Context: an optimization exercise on an open-source flow, tuned for small area. The choices shown serve that exercise and are no tape-out recipe.
Function not checked in this run: the RTL went through the layout flow alone.
Power is estimated from default activity; no workload was simulated.

$ cat design.v
module Adder8421(
    input clk,start,rst,
    input reset,
    input [31:0] a,b,
    output [31:0] c,
    output ready
);
reg [3:0] state;
reg [31:0] deal;
reg [31:0] modi;
assign c=deal;
localparam IDLE=9;
localparam OK=8;
assign ready=(state==OK);
wire [4:0] pos=(state&3'd7)<<2;
always @(posedge clk)begin
    if(reset)begin
        state<=IDLE;
        modi<=0;
        deal<=0;
    end else if(rst)begin
        state<=IDLE;
    end else if(state==IDLE)begin
        if(start)begin
            state<=0;
            modi<=6;
            deal<=a;
        end
    end else if(state==OK)begin
        state<=IDLE;
    end else begin
        if(b[pos+:4]+deal[pos+:4]>=4'd10)begin
            deal<=deal+(b[pos+:4]<<pos)+modi;
        end else begin
            deal<=deal+(b[pos+:4]<<pos);
        end
        modi<=modi<<4;
        state<=state+1;
    end
end
endmodule
module JK(
    input J,K,clk,
    input reset,
    output out
);
reg e;
assign out=e;
always @(posedge clk)begin
    if(reset)e<=0;
    else if(J)e<=1;
    else if(K)e<=0;
end
endmodule
module STreg(
    input clk,
    input rst,
    input reset,
    input we,
    input [15:0]data,
    output [15:0]out
);
reg [15:0] re;
reg modi;
always @(posedge clk)begin
    if(reset)begin
        re<=0;
        modi<=0;
    end else if(we)begin
        if(rst)re<=0;
        if(modi)begin
            re<=data;
            modi<=0;
        end
    end else begin
        if(rst)re<=0;
        modi<=1;
    end
end
assign out=re;
endmodule
module Judge(
    input clk,
    input start,
    input reset,
    input [15:0] now,
    input [15:0] fac,
    output [2:0] out,
    output signed [15:0] modi,
    output ready
);
reg [1:0] state;
reg [2:0] res;
reg signed [15:0] dec;
reg signed [15:0] rmodi;
assign modi=rmodi;
reg resd;
assign out=res;
assign ready=resd;
always @ (posedge clk) begin
    if(reset)begin
        state<=0;
        resd<=0;
        res<=0;
        dec<=0;
        rmodi<=0;
    end else
    case(state)
        2'd0:begin
            resd<=0;
            if(start)begin
                state<=1;
                dec<=$signed(fac)-$signed(now);
            end
        end
        2'd1:begin
            rmodi<=dec;
            dec<=(dec>16'd360)?dec+16'd360:dec;
            state<=2;
        end
        2'd2:begin
            state<=3;
            if(rmodi<16'd360&&rmodi>=16'd180)begin
                rmodi<=rmodi-16'd360;
            end else if(rmodi>=16'd360&&rmodi<=16'hff4B)begin
                rmodi<=rmodi+16'd360;
            end
            if(dec<16'd180)begin
                if(dec>16'd45)begin
                    if(dec>16'd60)res<=3'b111;
                    else res<=3'b110;
                end else begin
                    if(dec>16'd30)res<=3'b101;
                    else res<=3'b100;
                end 
            end else begin
                if(dec<16'd315)begin
                    if(dec<16'd300)res<=3'b011;
                    else res<=3'b010;
                end else begin
                    if(dec<16'd330)res<=3'b001;
                    else res<=3'b000;
                end 
            end
        end
        2'd3:begin
            state<=0;
            resd<=1;
        end
    endcase
end
endmodule
module Score#(
    parameter AC=32'h100
)(
    input clk,
    input rst,
    input reset,
    input cal,
    input [2:0] result,
    input signed [15:0] dev,
    output [31:0] out
);
wire [31:0] value;
wire ok;
reg [31:0] mid;
reg [31:0] score;
wire signed [15:0] nmodi=-dev;
reg start;
Adder8421 adder(
    .clk(clk),
    .rst(rst),
    .reset(reset),
    .c(value),
    .start(start),
    .ready(ok),
    .a(score),
    .b(mid)
);
reg state;
always @(posedge clk)begin
    if(reset)begin
        state<=0;
        start<=0;
        score<=0;
        mid<=0;
    end else if(rst)score<=0;
    else begin 
        if(state)begin
            start<=0;
            if(ok)begin
                state<=0;
                score<=value;
            end
        end else begin   
            if(cal)begin
                state<=1;
                start<=1;
                if(result[1:0]==0)begin
                    mid<=AC;
                end else if(result[1:0]==3)begin
                    mid<=0;
                end else if(dev>=16'sh0)begin
                    if(result[1])begin
                        mid<=32'h89-{nmodi[5:3],1'd0,nmodi[2:0]};
                    end else begin
                        mid<=32'h99-{nmodi[5:3],1'd0,nmodi[2:0]};
                    end
                end else begin
                    if(result[1])begin
                        mid<=32'h89-{dev[5:3],1'd0,dev[2:0]};
                    end else begin
                        mid<=32'h99-{dev[5:3],1'd0,dev[2:0]};
                    end
                end
            end
        end
    end
end
assign out=score;
endmodule
module memroad(
    input [9:0] a,
    output [63:0] spo
);
reg [63:0] mem [0:1023];
initial $readmemh("road6.hex", mem);
assign spo = mem[a];
endmodule
module Solve#(
    parameter Y=150,
    parameter X=200
)(
    input clk,
    input rst,
    input halt,
    input prepare,
    input start,
    input next,
    input switcher,
    input sw2,
    input auto,
    input keep,
    input [15:0] length,
    input [15:0] now,
    input [4:0] debug,
    output [15:0] dataput, 
    output [31:0] dataput2, 
    output wrong,
    output solved,
    output fakeclick,
    output [31:0] score,
    output signed [15:0] wwmodi, 
    output ready,
    output wfresh,
    output [11:0] wcolorp,
    output [17:0] wBLOn,
    output nnote0,
    output [15:0] wnotex,wnotey,
    output [15:0] wperc,
    output endpass
);
localparam RED12 = 12'hf00;      
localparam BLUE12 = 12'h00f;      
reg [15:0] alldev;
reg [15:0] nnote;
reg [15:0] snote;
reg [15:0] notex,notey,noted,notel;
reg anti;
wire [15:0] per=noted+(anti?now:16'd360-now);
wire [15:0] perc=(per>=16'd360)?(per-16'd360):per;
assign wperc=perc;
reg dealtadd;
reg invalidadd;
reg fclick;
reg [31:0] BLOR0;
localparam BLOR=20;
reg [17:0] BLOn;
reg fresh;
reg [3:0] state;
localparam IDLE=10;
localparam WAITSTART=1;
localparam READNOTE=2;
localparam READINGNOTE=3;
localparam README=4;
localparam READINGSWI=5;
localparam WAIT=6;
localparam WAITJUDGE=7;
localparam CACHEDEV=8;
localparam PASS=14;
localparam WRONG=15;
localparam XY=X*Y;
reg [15:0] cnttt;
reg [31:0] getted;
reg signed [15:0] modi;
reg startcnt;
reg beginscore;
reg preparing;
reg judgestart;
wire addsign;
wire [15:0] outnow,outlength;
JK regjk(
    .clk(clk),
    .reset(rst),
    .J(next),
    .K(dealtadd||(state==IDLE)),
    .out(addsign)
);
STreg regtime(
    .clk(clk),
    .reset(rst),
    .rst(prepare),
    .we(next),
    .data(now),
    .out(outnow)
);
STreg reglength(
    .clk(clk),
    .reset(rst),
    .rst(prepare),
    .we(next),
    .data(length),
    .out(outlength)
);
wire [2:0] jures;
wire AC=~(jures[1]&jures[0]);
wire judgeready;
wire signed [15:0] wmodi;
assign wwmodi=modi;
Judge judger(
    .clk(clk),
    .reset(rst),
    .start(judgestart),
    .ready(judgeready),
    .now(outnow),
    .fac(alldev),
    .modi(wmodi),
    .out(jures)
);
Score #(.AC(16'h100)) scorer(
    .clk(clk),
    .rst(preparing),
    .reset(rst),
    .cal(beginscore),
    .dev(wmodi),
    .result(jures),
    .out(score)
);
reg [9:0] aroad;
reg [15:0] till;
wire [63:0] droad;
memroad memroad(
  .a(aroad),       
  .spo(droad)   
);
reg [63:0] ssav;
reg [11:0] colorp;
wire [15:0] taskp=notel+16'd80+modi;
wire [15:0] taskri=notel+modi;
reg [3:0] waitr;
wire [15:0] tasklow=((notel+modi+16'd90)>16'd180)?(notel+modi-16'd90):0;
assign ready=(state==WAITSTART);
assign wrong=(state==WRONG);
assign wnotex=notex;
assign wnotey=notey;
assign solved=dealtadd&&(!invalidadd);
assign fakeclick=fclick;
assign wBLOn=BLOn;
assign wfresh=fresh;
assign wcolorp=colorp;
assign nnote0=nnote[0];
assign endpass=(state==PASS);
always @(posedge clk) begin
    if(rst)begin
        state<=IDLE;
        fclick<=0;
        BLOR0<=0;
        BLOn<=0;
        fresh<=0;
        nnote<=0;
        snote<=0;
        modi<=0;
        cnttt<=0;
        waitr<=0;
        preparing<=0;
        alldev<=0;
        colorp<=0;
        anti<=0;
        till<=0;
        notel<=0;
        noted<=0;
        notex<=0;
        notey<=0;
        aroad<=0;
        ssav<=0;
        dealtadd<=0;
        invalidadd<=0;
        beginscore<=0;
        judgestart<=0;
    end else
    case(state)
        IDLE:begin
            if(prepare)begin
                fresh<=0;
                nnote<=0;
                modi<=0;
                cnttt<=0;
                waitr<=15;
                preparing<=1;
                snote<=0;
                alldev<=0;
                BLOn<=0;
                BLOR0<=0;
                state<=READNOTE;
            end
        end
        WAITSTART:begin
            preparing<=0;
            if(start)begin
                fresh<=1;
                state<=WAIT;
            end
        end
        READNOTE:begin
            fresh<=0;
            dealtadd<=0;
            beginscore<=0;
            cnttt<=0;
            if(snote==nnote)begin
                aroad<=BLOR0;
                BLOR0<=BLOR0+16'd1;
            end else begin
                aroad<=nnote+BLOR;
            end 
            state<=README;
        end
        READINGSWI:begin 
            fresh<=1;
            snote<=ssav[15:0];
            aroad<=nnote+BLOR;
            state<=README;
            if(nnote!=0)BLOn<=BLOn+XY;
        end
        READINGNOTE:begin
            if(ssav==0)begin
                state<=PASS;
            end else begin
                anti<=ssav[31]; 
                till<={1'b0,ssav[30:16]};
                notel<={1'b0,ssav[30:16]};
                noted<=ssav[15:0];
                notex<=ssav[63:48];
                notey<=ssav[47:32];
                if(ssav[30:16]==0)state<=PASS;
                else state<=CACHEDEV;
            end
        end
        README:begin
            fresh<=0;
            state<=(aroad<BLOR)?READINGSWI:READINGNOTE;
            ssav<=droad;
        end
        CACHEDEV: begin
            fresh<=0;
            dealtadd<=0;
            invalidadd<=0;
            fclick<=0;
            if(till!=0)begin
                till<=0;
                alldev<=alldev+till;
            end else if(alldev>=16'd360)begin
                alldev<=alldev-16'd360;
            end else if(preparing)begin
                state<=WAITSTART;
            end else if(waitr!=4'd15)begin
                waitr<=waitr+4'd1;
            end else state<=WAIT;
        end
        WAIT: begin
            fresh<=0;
            if(debug[4]&&nnote<(debug[3:0]<<3))begin
                nnote<=nnote+1;
                state<=READNOTE;
                fresh<=1;
            end else if(halt)begin
                state<=IDLE;
            end else if(addsign)begin
                if(outlength+16'd150<=notel)begin
                    dealtadd<=1;
                    if(keep||length<=tasklow)begin
                        state<=CACHEDEV;
                        invalidadd<=1;
                    end
                    else begin
                        state<=WAITJUDGE;
                        judgestart<=1;
                        dealtadd<=1;
                    end 
                end else if(length<=tasklow)begin
                    state<=CACHEDEV;
                    dealtadd<=1;
                    invalidadd<=1;
                end else begin
                    state<=WAITJUDGE;
                    judgestart<=1;
                    dealtadd<=1;
                end 
            end else if(length>=taskp)begin
                if(keep)begin
                    state<=CACHEDEV;
                    waitr<=4'd1;
                    fclick<=1;
                end
                else begin
                    modi<=0-16'sd80;
                    colorp<=12'h22f;
                    state<=WRONG;
                end
            end else if(auto)begin
                if(length==taskri)begin
                    state<=CACHEDEV;
                    waitr<=4'd1;
                    fclick<=1;
                end
            end
        end
        WAITJUDGE:begin
            judgestart<=0;
            if(judgeready)begin
                case(jures)
                    3'd4:colorp<=12'h2f0;
                    3'd5:colorp<=12'hff0;
                    3'd6:colorp<=12'hf80;
                    3'd7:colorp<=12'hf00;
                    3'd0:colorp<=12'h0f2;
                    3'd1:colorp<=12'h0ff;
                    3'd2:colorp<=12'h08f;
                    3'd3:colorp<=12'h22f;
                endcase
                if((!AC)&&(!keep))begin
                    modi<=wmodi;
                    state<=WRONG;
                end else begin
                    modi<=wmodi;
                    beginscore<=1;
                    nnote<=nnote+1;
                    state<=READNOTE;
                end
            end
        end
        WRONG:begin
            if(halt)begin
                state<=IDLE;
            end
        end
        PASS:begin 
            if(halt)begin
                state<=IDLE;
            end
        end
        default:;
    endcase
end
assign dataput=switcher?(sw2?perc[15:0]:now[15:0]):{snote[3:0],waitr[3:0],state[3:0],cnttt[3:0]};
wire [31:0] putdata1={colorp,1'd0,jures,score[31:16]};
wire [31:0] putdata2={modi[15:0],wmodi[15:0]};
wire [31:0] dataput22=switcher?putdata1:putdata2;
wire [31:0] putdata3=switcher?{modi,-modi}:{-modi,modi};
assign dataput2=sw2?putdata3:dataput22;
endmodule
$ cat road6.hex
0000000000000031
000000000000005F
0000000000000000
0000000000000000
0000000000000000
0000000000000000
0000000000000000
0000000000000000
0000000000000000
0000000000000000
0000000000000000
0000000000000000
0000000000000000
0000000000000000
0000000000000000
0000000000000000
0000000000000000
0000000000000000
0000000000000000
0000000000000000
007C008600B400B4
008E0086005A0000
008E007400B400B4
008E0062005A0000
007C006200B400B4
006A0062005A0000
006A0074005A00B4
007C007401680000
006A0074010E00B4
006A0062005A0000
0058006200B400B4
0046006200B40000
0034006200B400B4
0022006280870000
00150055802D00B4
0027005500B40000
0039005500B400B4
004B005500B40000
005D005500B400B4
006F0055810E0000
006F0043805A00B4
0081004380B40000
00930043805A00B4
00930055805A0000
00810055016800B4
0093005500B40000
00A5005500B400B4
00B70055005A0000
00B7004300B400B4
00B70031005A0000
00A5003100B400B4
00930031005A0000
00930043005A00B4
00A5004300870000
00B20037002D00B4
00A0003700B40000
008E003700B400B4
007C003700B40000
006A003700B400B4
00580037805A0000
00580025805A00B4
006A002580870000
00770031802D00B4
0065003180B40000
0053003180B400B4
0041003180B40000
002F003180B400B4
001D003180B40000
000B0031805A00B4
0003006E80B40000
00030060805A00B4
00120060810E0000
00120051805A00B4
0020005181680000
00120051816800B4
0020005180B40000
002F0051808700B4
0039005B802D0000
002A005B805A00B4
002A004D80B40000
002A003E805A00B4
0039003E80B40000
0047003E80B400B4
0056003E810E0000
00560030805A00B4
0064003080870000
006F003A802D00B4
0060003A80B40000
0052003A816800B4
0060003A80870000
006A0044802D00B4
005C004480B40000
004D0044810E00B4
004D0053005A00B4
005C005300870000
00660049002D00B4
00580049005A0000
00580057005A00B4
0066005700B40000
0075005700B400B4
0083005700870000
008D004D002D00B4
007F004D005A0000
007F005B005A00B4
008D005B010E0000
008D006A005A00B4
009C006A00870000
00A6005F002D00B4
0098005F005A0000
0098006E005A00B4
00A6006E00B40000
00B5006E005A00B4
00B5005F005A0000
00A6005F016800B4
00B5005F00B40000
000B003F00B400B4
001B003F00870000
00270033002D00B4
00170033005A0000
00170044005A00B4
0027004400B40000
0037004400B400B4
0048004400870000
00530038002D00B4
00430038005A0000
00430049005A00B4
0053004900B40000
0064004900B400B4
0074004900B40000
0085004900B400B4
0095004900B40000
00A5004900B400B4
00B6004900870000
00C1003D002D00B4
00B1003D00B40000
00A1003D00B400B4
0090003D00B40000
0080003D005A00B4
0080004D00B40000
0080005E805A0000
006F005E80B400B4
005F005E80B40000
004F005E816800B4
005F005E80B40000
006F005E805A00B4
006F006E805A0000
005F006E80B400B4
004F006E80B40000
003E006E80B400B4
002E006E80B40000
001D006E810E00B4
001D007F805A0000
000C007F000000B4
0000000000000000
0000000000000000
0000000000000000
0000000000000000
0000000000000000
0000000000000000
0000000000000000
0000000000000000
0000000000000000
0000000000000000
0000000000000000
0000000000000000
0000000000000000
0000000000000000
0000000000000000
0000000000000000
0000000000000000
0000000000000000
0000000000000000
0000000000000000
0000000000000000
0000000000000000
0000000000000000
0000000000000000
0000000000000000
0000000000000000
0000000000000000
0000000000000000
0000000000000000
0000000000000000
0000000000000000
0000000000000000
0000000000000000
0000000000000000
0000000000000000
0000000000000000
0000000000000000
0000000000000000
0000000000000000
0000000000000000
0000000000000000
0000000000000000
0000000000000000
0000000000000000
0000000000000000
0000000000000000
0000000000000000
0000000000000000
0000000000000000
0000000000000000
0000000000000000
0000000000000000
0000000000000000
0000000000000000
0000000000000000
0000000000000000
0000000000000000
0000000000000000
0000000000000000
0000000000000000
0000000000000000
0000000000000000
0000000000000000
0000000000000000
0000000000000000
0000000000000000
0000000000000000
0000000000000000
0000000000000000
0000000000000000
0000000000000000
0000000000000000
0000000000000000
0000000000000000
0000000000000000
0000000000000000
0000000000000000
0000000000000000
0000000000000000
0000000000000000
0000000000000000
0000000000000000
0000000000000000
0000000000000000
0000000000000000
0000000000000000
0000000000000000
0000000000000000
0000000000000000
0000000000000000
0000000000000000
0000000000000000
0000000000000000
0000000000000000
0000000000000000
0000000000000000
0000000000000000
0000000000000000
0000000000000000
0000000000000000
0000000000000000
0000000000000000
0000000000000000
0000000000000000
0000000000000000
0000000000000000
0000000000000000
0000000000000000
0000000000000000
0000000000000000
0000000000000000
0000000000000000
0000000000000000
0000000000000000
0000000000000000
0000000000000000
0000000000000000
0000000000000000
0000000000000000
0000000000000000
0000000000000000
0000000000000000
0000000000000000
0000000000000000
0000000000000000
0000000000000000
0000000000000000
0000000000000000
0000000000000000
0000000000000000
0000000000000000
0000000000000000
0000000000000000
0000000000000000
0000000000000000
0000000000000000
0000000000000000
0000000000000000
0000000000000000
0000000000000000
0000000000000000
0000000000000000
0000000000000000
0000000000000000
0000000000000000
0000000000000000
0000000000000000
0000000000000000
0000000000000000
0000000000000000
0000000000000000
0000000000000000
0000000000000000
0000000000000000
0000000000000000
0000000000000000
0000000000000000
0000000000000000
0000000000000000
0000000000000000
0000000000000000
0000000000000000
0000000000000000
0000000000000000
0000000000000000
0000000000000000
0000000000000000
0000000000000000
0000000000000000
0000000000000000
0000000000000000
0000000000000000
0000000000000000
0000000000000000
0000000000000000
0000000000000000
0000000000000000
0000000000000000
0000000000000000
0000000000000000
0000000000000000
0000000000000000
0000000000000000
0000000000000000
0000000000000000
0000000000000000
0000000000000000
0000000000000000
0000000000000000
0000000000000000
0000000000000000
0000000000000000
0000000000000000
0000000000000000
0000000000000000
0000000000000000
0000000000000000
0000000000000000
0000000000000000
0000000000000000
0000000000000000
0000000000000000
0000000000000000
0000000000000000
0000000000000000
0000000000000000
0000000000000000
0000000000000000
0000000000000000
0000000000000000
0000000000000000
0000000000000000
0000000000000000
0000000000000000
0000000000000000
0000000000000000
0000000000000000
0000000000000000
0000000000000000
0000000000000000
0000000000000000
0000000000000000
0000000000000000
0000000000000000
0000000000000000
0000000000000000
0000000000000000
0000000000000000
0000000000000000
0000000000000000
0000000000000000
0000000000000000
0000000000000000
0000000000000000
0000000000000000
0000000000000000
0000000000000000
0000000000000000
0000000000000000
0000000000000000
0000000000000000
0000000000000000
0000000000000000
0000000000000000
0000000000000000
0000000000000000
0000000000000000
0000000000000000
0000000000000000
0000000000000000
0000000000000000
0000000000000000
0000000000000000
0000000000000000
0000000000000000
0000000000000000
0000000000000000
0000000000000000
0000000000000000
0000000000000000
0000000000000000
0000000000000000
0000000000000000
0000000000000000
0000000000000000
0000000000000000
0000000000000000
0000000000000000
0000000000000000
0000000000000000
0000000000000000
0000000000000000
0000000000000000
0000000000000000
0000000000000000
0000000000000000
0000000000000000
0000000000000000
0000000000000000
0000000000000000
0000000000000000
0000000000000000
0000000000000000
0000000000000000
0000000000000000
0000000000000000
0000000000000000
0000000000000000
0000000000000000
0000000000000000
0000000000000000
0000000000000000
0000000000000000
0000000000000000
0000000000000000
0000000000000000
0000000000000000
0000000000000000
0000000000000000
0000000000000000
0000000000000000
0000000000000000
0000000000000000
0000000000000000
0000000000000000
0000000000000000
0000000000000000
0000000000000000
0000000000000000
0000000000000000
0000000000000000
0000000000000000
0000000000000000
0000000000000000
0000000000000000
0000000000000000
0000000000000000
0000000000000000
0000000000000000
0000000000000000
0000000000000000
0000000000000000
0000000000000000
0000000000000000
0000000000000000
0000000000000000
0000000000000000
0000000000000000
0000000000000000
0000000000000000
0000000000000000
0000000000000000
0000000000000000
0000000000000000
0000000000000000
0000000000000000
0000000000000000
0000000000000000
0000000000000000
0000000000000000
0000000000000000
0000000000000000
0000000000000000
0000000000000000
0000000000000000
0000000000000000
0000000000000000
0000000000000000
0000000000000000
0000000000000000
0000000000000000
0000000000000000
0000000000000000
0000000000000000
0000000000000000
0000000000000000
0000000000000000
0000000000000000
0000000000000000
0000000000000000
0000000000000000
0000000000000000
0000000000000000
0000000000000000
0000000000000000
0000000000000000
0000000000000000
0000000000000000
0000000000000000
0000000000000000
0000000000000000
0000000000000000
0000000000000000
0000000000000000
0000000000000000
0000000000000000
0000000000000000
0000000000000000
0000000000000000
0000000000000000
0000000000000000
0000000000000000
0000000000000000
0000000000000000
0000000000000000
0000000000000000
0000000000000000
0000000000000000
0000000000000000
0000000000000000
0000000000000000
0000000000000000
0000000000000000
0000000000000000
0000000000000000
0000000000000000
0000000000000000
0000000000000000
0000000000000000
0000000000000000
0000000000000000
0000000000000000
0000000000000000
0000000000000000
0000000000000000
0000000000000000
0000000000000000
0000000000000000
0000000000000000
0000000000000000
0000000000000000
0000000000000000
0000000000000000
0000000000000000
0000000000000000
0000000000000000
0000000000000000
0000000000000000
0000000000000000
0000000000000000
0000000000000000
0000000000000000
0000000000000000
0000000000000000
0000000000000000
0000000000000000
0000000000000000
0000000000000000
0000000000000000
0000000000000000
0000000000000000
0000000000000000
0000000000000000
0000000000000000
0000000000000000
0000000000000000
0000000000000000
0000000000000000
0000000000000000
0000000000000000
0000000000000000
0000000000000000
0000000000000000
0000000000000000
0000000000000000
0000000000000000
0000000000000000
0000000000000000
0000000000000000
0000000000000000
0000000000000000
0000000000000000
0000000000000000
0000000000000000
0000000000000000
0000000000000000
0000000000000000
0000000000000000
0000000000000000
0000000000000000
0000000000000000
0000000000000000
0000000000000000
0000000000000000
0000000000000000
0000000000000000
0000000000000000
0000000000000000
0000000000000000
0000000000000000
0000000000000000
0000000000000000
0000000000000000
0000000000000000
0000000000000000
0000000000000000
0000000000000000
0000000000000000
0000000000000000
0000000000000000
0000000000000000
0000000000000000
0000000000000000
0000000000000000
0000000000000000
0000000000000000
0000000000000000
0000000000000000
0000000000000000
0000000000000000
0000000000000000
0000000000000000
0000000000000000
0000000000000000
0000000000000000
0000000000000000
0000000000000000
0000000000000000
0000000000000000
0000000000000000
0000000000000000
0000000000000000
0000000000000000
0000000000000000
0000000000000000
0000000000000000
0000000000000000
0000000000000000
0000000000000000
0000000000000000
0000000000000000
0000000000000000
0000000000000000
0000000000000000
0000000000000000
0000000000000000
0000000000000000
0000000000000000
0000000000000000
0000000000000000
0000000000000000
0000000000000000
0000000000000000
0000000000000000
0000000000000000
0000000000000000
0000000000000000
0000000000000000
0000000000000000
0000000000000000
0000000000000000
0000000000000000
0000000000000000
0000000000000000
0000000000000000
0000000000000000
0000000000000000
0000000000000000
0000000000000000
0000000000000000
0000000000000000
0000000000000000
0000000000000000
0000000000000000
0000000000000000
0000000000000000
0000000000000000
0000000000000000
0000000000000000
0000000000000000
0000000000000000
0000000000000000
0000000000000000
0000000000000000
0000000000000000
0000000000000000
0000000000000000
0000000000000000
0000000000000000
0000000000000000
0000000000000000
0000000000000000
0000000000000000
0000000000000000
0000000000000000
0000000000000000
0000000000000000
0000000000000000
0000000000000000
0000000000000000
0000000000000000
0000000000000000
0000000000000000
0000000000000000
0000000000000000
0000000000000000
0000000000000000
0000000000000000
0000000000000000
0000000000000000
0000000000000000
0000000000000000
0000000000000000
0000000000000000
0000000000000000
0000000000000000
0000000000000000
0000000000000000
0000000000000000
0000000000000000
0000000000000000
0000000000000000
0000000000000000
0000000000000000
0000000000000000
0000000000000000
0000000000000000
0000000000000000
0000000000000000
0000000000000000
0000000000000000
0000000000000000
0000000000000000
0000000000000000
0000000000000000
0000000000000000
0000000000000000
0000000000000000
0000000000000000
0000000000000000
0000000000000000
0000000000000000
0000000000000000
0000000000000000
0000000000000000
0000000000000000
0000000000000000
0000000000000000
0000000000000000
0000000000000000
0000000000000000
0000000000000000
0000000000000000
0000000000000000
0000000000000000
0000000000000000
0000000000000000
0000000000000000
0000000000000000
0000000000000000
0000000000000000
0000000000000000
0000000000000000
0000000000000000
0000000000000000
0000000000000000
0000000000000000
0000000000000000
0000000000000000
0000000000000000
0000000000000000
0000000000000000
0000000000000000
0000000000000000
0000000000000000
0000000000000000
0000000000000000
0000000000000000
0000000000000000
0000000000000000
0000000000000000
0000000000000000
0000000000000000
0000000000000000
0000000000000000
0000000000000000
0000000000000000
0000000000000000
0000000000000000
0000000000000000
0000000000000000
0000000000000000
0000000000000000
0000000000000000
0000000000000000
0000000000000000
0000000000000000
0000000000000000
0000000000000000
0000000000000000
0000000000000000
0000000000000000
0000000000000000
0000000000000000
0000000000000000
0000000000000000
0000000000000000
0000000000000000
0000000000000000
0000000000000000
0000000000000000
0000000000000000
0000000000000000
0000000000000000
0000000000000000
0000000000000000
0000000000000000
0000000000000000
0000000000000000
0000000000000000
0000000000000000
0000000000000000
0000000000000000
0000000000000000
0000000000000000
0000000000000000
0000000000000000
0000000000000000
0000000000000000
0000000000000000
0000000000000000
0000000000000000
0000000000000000
0000000000000000
0000000000000000
0000000000000000
0000000000000000
0000000000000000
0000000000000000
0000000000000000
0000000000000000
0000000000000000
0000000000000000
0000000000000000
0000000000000000
0000000000000000
0000000000000000
0000000000000000
0000000000000000
0000000000000000
0000000000000000
0000000000000000
0000000000000000
0000000000000000
0000000000000000
0000000000000000
0000000000000000
0000000000000000
0000000000000000
0000000000000000
0000000000000000
0000000000000000
0000000000000000
0000000000000000
0000000000000000
0000000000000000
0000000000000000
0000000000000000
0000000000000000
0000000000000000
0000000000000000
0000000000000000
0000000000000000
0000000000000000
0000000000000000
0000000000000000
0000000000000000
0000000000000000
0000000000000000
0000000000000000
0000000000000000
0000000000000000
0000000000000000
0000000000000000
0000000000000000
0000000000000000
0000000000000000
0000000000000000
0000000000000000
0000000000000000
0000000000000000
0000000000000000
0000000000000000
0000000000000000
0000000000000000
0000000000000000
0000000000000000
0000000000000000
0000000000000000
0000000000000000
0000000000000000
0000000000000000
0000000000000000
0000000000000000
0000000000000000
0000000000000000
0000000000000000
0000000000000000
0000000000000000
0000000000000000
0000000000000000
0000000000000000
0000000000000000
0000000000000000
0000000000000000
0000000000000000
0000000000000000
0000000000000000
0000000000000000
0000000000000000
0000000000000000
0000000000000000
0000000000000000
0000000000000000
0000000000000000
0000000000000000
0000000000000000
0000000000000000
0000000000000000
0000000000000000
0000000000000000
0000000000000000
0000000000000000
0000000000000000
0000000000000000
0000000000000000
0000000000000000
0000000000000000
0000000000000000
0000000000000000
0000000000000000
0000000000000000
0000000000000000
0000000000000000
0000000000000000
0000000000000000
0000000000000000
0000000000000000
0000000000000000
0000000000000000
0000000000000000
0000000000000000
0000000000000000
0000000000000000
0000000000000000
0000000000000000
0000000000000000
0000000000000000
0000000000000000
0000000000000000
0000000000000000
0000000000000000
0000000000000000
0000000000000000
0000000000000000
0000000000000000
0000000000000000
0000000000000000
0000000000000000
0000000000000000
0000000000000000
0000000000000000
0000000000000000
0000000000000000
0000000000000000
0000000000000000
0000000000000000
0000000000000000
0000000000000000
0000000000000000
0000000000000000
0000000000000000
0000000000000000
0000000000000000
0000000000000000
0000000000000000
0000000000000000
0000000000000000
0000000000000000
0000000000000000
0000000000000000
0000000000000000
0000000000000000
0000000000000000
0000000000000000
0000000000000000
0000000000000000
0000000000000000
0000000000000000
0000000000000000
0000000000000000
$ cat run.sh
#!/bin/bash
# synth_recipe.tcl (not shown) runs the flow's synth.tcl, then flattens the netlist and writes it again
# the make line also repeats each setting of config.mk as NAME=value (left out here)
make -C /OpenROAD-flow-scripts/flow DESIGN_CONFIG=/design/flow/config.mk WORK_HOME=/design/flow/orfs CLKGATE_MAP_FILE= SYNTH_SCRIPT=/design/flow/synth_recipe.tcl finish
$ cat config.mk
export PLATFORM = sky130hd
export DESIGN_NAME = Solve
export DESIGN_NICKNAME = Solve
export VERILOG_FILES = /design/flow/design.v
export SDC_FILE = /design/flow/constraint.sdc
export NUM_CORES = 4
export LEC_CHECK = 0
export CAP_MARGIN = 20
export CORE_MARGIN = 2
export CORE_UTILIZATION = 40
export SLEW_MARGIN = 20
export SYNTH_MEMORY_MAX_BITS = 65536
$ cat constraint.sdc
create_clock -name core_clock -period 10.0 [get_ports {clk}]
set_input_delay 2.0000 -clock core_clock [delete_from_list [all_inputs] [get_ports {clk}]]
set_output_delay 2.0000 -clock core_clock [all_outputs]
set_load 0.01 [all_outputs]
==> summary.txt <==
[path summary, 6_finish.rpt]
kind                            slack [ns]  depth (start not counted)             startpoint                    end
worst max register to register        3.26                         25   modi[1]$_SDFFE_PP0P_  state[2]$_SDFFE_PP0P_
worst min-delay path                  0.45                          2  notey[5]$_SDFFE_PP0P_  notey[5]$_SDFFE_PP0P_
worst min register to register        0.45                          2  notey[5]$_SDFFE_PP0P_  notey[5]$_SDFFE_PP0P_
worst max-delay path                  1.18                         18                 now[0]             dataput[6]
[flip-flops by register name, summed over array words and instances (netlist names), 6 cells and up, named ones only]
name / flops
scorer.adder.deal: 32
scorer.score: 32
ssav: 32
alldev: 16
judger.dec: 16
judger.rmodi: 16
modi: 16
nnote: 16
reglength.re: 16
regtime.re: 16
BLOn: 14
BLOR0: 10
aroad: 10
notel: 9
scorer.mid: 9
till: 9
notex: 8
notey: 8
scorer.adder.modi: 8
colorp: 7
noted: 6
snote: 6
[cell usage in the layout, fill, tap and decap left out, drive strengths merged, types with 16 or more instances in the layout]
master / n
inv: 155
nand2: 556
clkbuf: 67
o21ai: 237
ha: 224
a21o: 65
o22ai: 17
fa: 16
mux2i: 65
nor2: 453
buf: 44
nor3: 121
clkdlybuf4s50: 204
o31ai: 23
nor2b: 44
xor2: 93
a21oi: 440
xnor2: 149
a31oi: 67
nand3b: 22
nor4: 25
o21a: 29
a211oi: 78
o21bai: 22
and3: 37
and2: 24
nand2b: 40
conb: 42
nand4: 31
a22oi: 35
or3: 50
o211ai: 32
nand3: 105
dfxtp: 349
[final cells by class]
| cell class | count | area, um2 |
|---|---|---|
| tap | 969 | 1210 |
| inverter | 159 | 597 |
| timing repair buffer | 249 | 2400 |
| fill | 7631 | 40400 |
| antenna | 2 | 5.00 |
| sequential | 349 | 6990 |
| clock buffer | 66 | 1340 |
| clock inverter | 9 | 145 |
| multi-input combinational | 3389 | 21500 |
[per-stage QoR]
| stage | util | setup slack (ns) | instance area (um2) |
|---|---|---|---|
| CTS | 0.458 | 1.17 | 34200 |
| finish | 0.458 | 1.18 | 34200 |
| global placement | 0.438 | 1.25 | 32700 |
| global route | 0.458 | 0.762 | 34200 |
| detailed placement | 0.438 | 1.19 | 32700 |
| floorplan | - | 2.77 | 30300 |
[synth_stat cells (66+ instances only)]
master      n
nand2_1   555
nor2_1    452
a21oi_1   440
dfxtp_1   349
clkbuf_1  243
o21ai_0   230
ha_1      224
inv_1     154
xnor2_1   145
nor3_1    119
nand3_1    98
xor2_1     92
a211oi_1   76
a31oi_1    66
[metal layers]
layer | up-vias | track usage | share of wire
met3 | 230 | 0.0465 | 0.075
met2 | 1169 | 0.424 | 0.45
met4 | 6 | 0.0969 | 0.036
met1 | 14300 | 0.359 | 0.44
li1 | 14800 | - | -
met5 | - | 0 | 0.00039
[worst min-delay path, delay by kind of cell (launching register included)]
| kind | cells | cell delay, ns |
|---|---|---|
| flops | 1 | 0.30 |
| compound gates | 1 | 0.05 |
| simple gates | 1 | 0.05 |
[cell families (layout without fill, tap and decap cells)]
| group | Yosys count | in the layout | synth area share |
|---|---|---|---|
| simple gates | 1564 | 1564 | 0.239 |
| flops | 349 | 349 | 0.232 |
| buf+inv | 461 | 483 | 0.0611 |
| mux | 84 | 84 | 0.0328 |
| other cells | 1 | 44 | 0.000124 |
| xor+xnor | 245 | 245 | 0.0738 |
| compound gates | 1213 | 1213 | 0.257 |
| fa+ha+maj | 241 | 241 | 0.104 |
[power by group]
part	leakage (nW)	internal [mW]	switching [mW]
Combinational	9.64	1.52	2.55
Clock	0.731	1.00	0.634
Sequential	2.82	1.52	0.296
Total	13.2	4.04	3.48
==> summary.txt <==
status=no timing/DRC/antenna violations; Die Y=about 280 um; hold_ws=between 0.4 and 0.5 ns; layout cell share with drive strength beyond 1=0.0509; total setup buffers inserted after CTS=0; DR pass1 iterations=7; Iter 0 DRT Violations=around 3100; Avg WL per Cell=20.5 um; Cells after Synth=roughly 4200; Avg Cell Area, Syn=approximately 7.2 um2; remaining antenna violation count=0; # port buffers=207; Cells after DPL=5114; CP Data Required Time=approximately 8.0 ns; Worst-Skew Late Latency=~0.58 ns; root buffer cell=clkbuf_16; fmax=113 MHz; Critical Path Fanout Max=13; Via density=roughly 5.9; CTS sink cnt=approximately 350; WS Path Type=input port to output port; CP Launch Type=input port; top cell type by total area after synthesis=dfxtp_1; io pins=228; RSZ-0062 raised after global routing=no; critical path arrival=6.82 ns; initial antenna violation count=5; family with the most delay on the worst path=compound AO/OA/AOI/OAI gates; Placer Congestion=roughly 0.98; IR drop worst, VDD=126 uV; Max Transition Viols Final=0; predominant post-synthesis flop cell=dfxtp_1; fin crit period=8.82 ns; CP Cell Sequence=clkdlybuf4s50_1, inv_1, ha_1, mux2_2, ha_1, a21o_1, a21oi_1, o21ai_0, a21boi_0, or2_2, nor3_1, xnor2_1, and2_4, nand4_4, nor2b_1, xnor2_1, a221o_1, clkdlybuf4s50_1; CP max stage delay=between 0.6 and 0.7 ns; H-tree levels=2; global route total overflow=0; Synth Register Bits=approximately 350; period utilization=0.882; first-pass GRT wire length=about 170000 um; max_cap viols=0; power consumption=approximately 7.5 mW; Clock Pin Slew Worst Setup and Hold Paths=approximately 0.05 ns; All-Layer GR Usage=0.266; core area=approximately 75000 um2; worst hold path type=register to register; synthesized area=30100 um2; slew margin rel.=0.280; TNS Setup=0 ns; Post-Route WL=106000 um; nature of the critical path endpoint=output port; Max Buffers Root-to-Sink=3; EDFF count, synth=0; CTS buffer count=44; CTS tree=done; Post-Layout Cell Count=just over 5000; Net count, final=between 4000 and 5000; CP max stage cell=clkdlybuf4s50_1; synth warn=7; initial core utilization=0.404; ys async rst share=0; Residual DRC=0; PwrDens=approximately 220 nW/um2; share of the synthesized area in the top cell type=0.232; endpoints failing setup=0; DP HPWL=77800 um; Buf/Inv on CP=3; sequential fraction of the synthesis area=0.232; final hold violations=0; actual slew at the worst max-slew pin=~1.1 ns; vias in the first global route=roughly 28000; Worst Skew=approximately 0.038 ns; routed vias=30500; num rows=100; post_cts resized=0; pin count of the biggest net entering global routing=around 180; count of cell types in the netlist=between 100 and 150; synth top area cells=dfxtp_1, ha_1, a21oi_1, nand2_1, nor2_1; LEAKAGE=between 10 and 15 nW; CTS Hold Bufs=0; area grow syn2layout=13.4%; full die area=77600 um2; DIE WIDTH=approximately 280 um

## afterwards: timing with drivers on the ports
In the flow no input, the clock included, has a driving cell. The finished layout below was timed again as built, in two steps. Step 1 (the two cells are an assumption about what drives the block):
set clk [get_ports {clk}]
set_driving_cell -lib_cell sky130_fd_sc_hd__clkbuf_16 $clk
set_driving_cell -lib_cell sky130_fd_sc_hd__buf_2 [delete_from_list [all_inputs] $clk]
Step 2 also shifts input and output timing later by t, the mid clock arrival at the registers, as if the neighbouring blocks saw the same clock. Slacks: ideal ports / drivers / drivers and shift; pairs: ideal ports / drivers.
t (ns): 0.623
setup WS [ns]: 1.182 / 1.160 / 1.160
pins driven straight from the clock port: 1
After both steps this run still meets setup and hold. For this run, drivers alone change the setup slack by -0.022 ns; drivers and shift together by -0.022 ns.
